This design comes from an exercise in tuning for small area on the open sky130 flow, not from production work. Only simulation tests tie the RTL to the original design; equivalence was not proved.

==> inputs of v19 <==
Design rgb_to_ycrcb, start of the top module:
module rgb_to_ycrcb(input clk,
	input [7:0] r,
	input [7:0] g,
	input [7:0] b,
	output [7:0] y,
	output [7:0] cr,
	output [7:0] cb);
reg w1_197;
reg w1_198;
reg w1_199;
reg w1_200;
reg w1_201;
reg w1_202;
reg w1_203;
reg w1_204;
reg w1_205;
reg w1_206;
reg w1_207;
reg w1_208;
reg w1_209;
reg w1_210;
reg w1_211;
reg w1_212;
reg r1_229;
reg r1_230;
reg r1_231;
reg r1_232;
reg r1_233;
reg r1_234;
reg r1_235;
reg r1_236;
reg b1_237;
reg b1_238;
reg b1_239;
reg b1_240;
reg b1_241;
reg b1_242;
reg b1_243;
reg b1_244;
reg y2_302;
reg y2_303;
reg y2_304;
reg y2_305;
reg y2_306;
reg y2_307;
reg y2_308;
reg y2_309;
reg wl2_310;
reg wl2_311;
reg wl2_312;
reg wl2_313;
reg wl2_314;
reg wl2_315;
reg wl2_316;
reg dh2_317;
reg dh2_318;
reg dh2_319;
reg dh2_320;
reg dh2_321;
reg dh2_322;
reg dh2_323;
reg dh2_324;
reg dh2_325;
reg eh2_326;
reg eh2_327;
reg eh2_328;
reg eh2_329;
reg eh2_330;
reg eh2_331;
reg eh2_332;
reg eh2_333;
reg eh2_334;
reg cr3_627;
reg cr3_628;
reg cr3_629;
reg cr3_630;
reg cr3_631;
reg cr3_632;
reg cr3_633;
reg cr3_634;
reg cb3_635;
reg cb3_636;
reg cb3_637;
reg cb3_638;
reg cb3_639;
reg cb3_640;
reg cb3_641;
reg cb3_642;
reg y3_643;
reg y3_644;
reg y3_645;
reg y3_646;
reg y3_647;
reg y3_648;
reg y3_649;
reg y3_650;
wire s1;
wire c2;
wire s3;
wire c4;
wire s5;
wire c6;
wire s7;
wire c8;
wire s9;
wire c10;
wire s11;
  ...
Settings: LEC_CHECK=0, CAP_MARGIN=20, CORE_MARGIN=2, CORE_UTILIZATION=80, PLACE_DENSITY=0.9, SLEW_MARGIN=20, SYNTH_HIERARCHICAL=1, SYNTH_MINIMUM_KEEP_SIZE=0; clock period 5.0 ns.
standard.sh (not shown) runs the stock make flow with config.mk's settings and CLKGATE_MAP_FILE= SYNTH_SCRIPT=/design/flow/synth_recipe.tcl, a recipe that flattens the netlist after the stock synthesis.
==> flow/flow/run.sh <==
#!/bin/bash
bash standard.sh "BUFFER_PORTS_ARGS=-buffer_cell sky130_fd_sc_hd__buf_1" \
  "CTS_ARGS=-sink_clustering_enable -repair_clock_nets -dont_use_dummy_load -buf_list {sky130_fd_sc_hd__clkbuf_4 sky130_fd_sc_hd__clkbuf_8} -sink_clustering_size 20" \
  finish > standard.log 2>&1
==> v30: changes against v19 <==
--- a/flow/config.mk
+++ b/flow/config.mk
@@ -7,8 +7,8 @@
 export LEC_CHECK = 0
 export CAP_MARGIN = 20
 export CORE_MARGIN = 2
-export CORE_UTILIZATION = 80
-export PLACE_DENSITY = 0.9
+export CORE_UTILIZATION = 70
+export PLACE_DENSITY = 0.8
 export SLEW_MARGIN = 20
 export SYNTH_HIERARCHICAL = 1
 export SYNTH_MINIMUM_KEEP_SIZE = 0
==> comparison table <==
| item | v30 | v19 |
|---|---|---|
| Fmax achieved | 205 MHz | 203 MHz |
| Total number of tap cells | 99 | 77 |
| Average detailed-routed wire length per instance | 17.8 µm | 24.0 µm |
| Result of the run | timing/DRC/antenna clean | timing/DRC/antenna clean |
| Die extent in x | 91.5 µm | 85.9 µm |
| Source-to-sink clock delay at the later pin of the worst-skew pair | 0.36 ns | 0.35 ns |
| GR met2 Demand/Resource | 47.4% | 68.3% |
| Minimum setup slack among reg-to-reg paths | 0.12 ns | 0.08 ns |
| Weighted congestion at the end of routability-driven global placement | 0.889 | 0.905 |
| Register clock-pin slew on the reported worst setup and hold paths | 0.09 ns | 0.08 ns |
| Crit path arrival time | 5.13 ns | 5.16 ns |
| Clock-cell share of area | 2.17% | 2.18% |
| Overall Global Routing Usage | 26.8% | 37.8% |
| Growth of design area from synthesis to finish | 6.37% | 6.19% |
| Wire length of the first global-routing pass | 16.8 mm | 20.1 mm |
| Most frequent CP cell | sky130_fd_sc_hd__ha_1 | sky130_fd_sc_hd__fa_2 |
| Worst hold path endpoint | y3_645 | y3_643 |
| Slowest Stage Delay on Critical Path | 0.39 ns | 0.40 ns |
| Worst slack, placed | -0.0610 ns | -0.265 ns |
| Capturing element of the worst setup path | eh2_334 | dh2_325 |

static timing again, ports no longer ideal:
In the flow no input, the clock included, has a driving cell. The finished layouts below were timed again as built, in two steps.
Step 1: set_driving_cell puts a clkbuf_16 on clk and a buf_2 on each other input, an assumption about the parent block.
Step 2 times the ports against the registers' clock, not the clock port: input delays grow and output delays shrink by t, the midpoint of the rising clock arrivals with the driver on.
Three values: ideal ports, drivers, drivers and shift; two values: the first two.
run | t, ns | setup slack, ns | worst setup path after step 2 | slew at the worst register clock pin (ns) | worst data-port slew with drivers (ns)
v19 | 0.373 | 0.075 / 0.075 / -0.192 | input to register | 0.08 / 0.08 | 0.04
v30 | 0.374 | 0.122 / 0.122 / -0.054 | input to register | 0.09 / 0.09 | 0.03
With both steps, setup timing fails in v19 and v30, where it was met with ideal ports. The setup slack of v19, which loses most, moves by 0.000 ns with the drivers and by -0.267 ns with both steps.
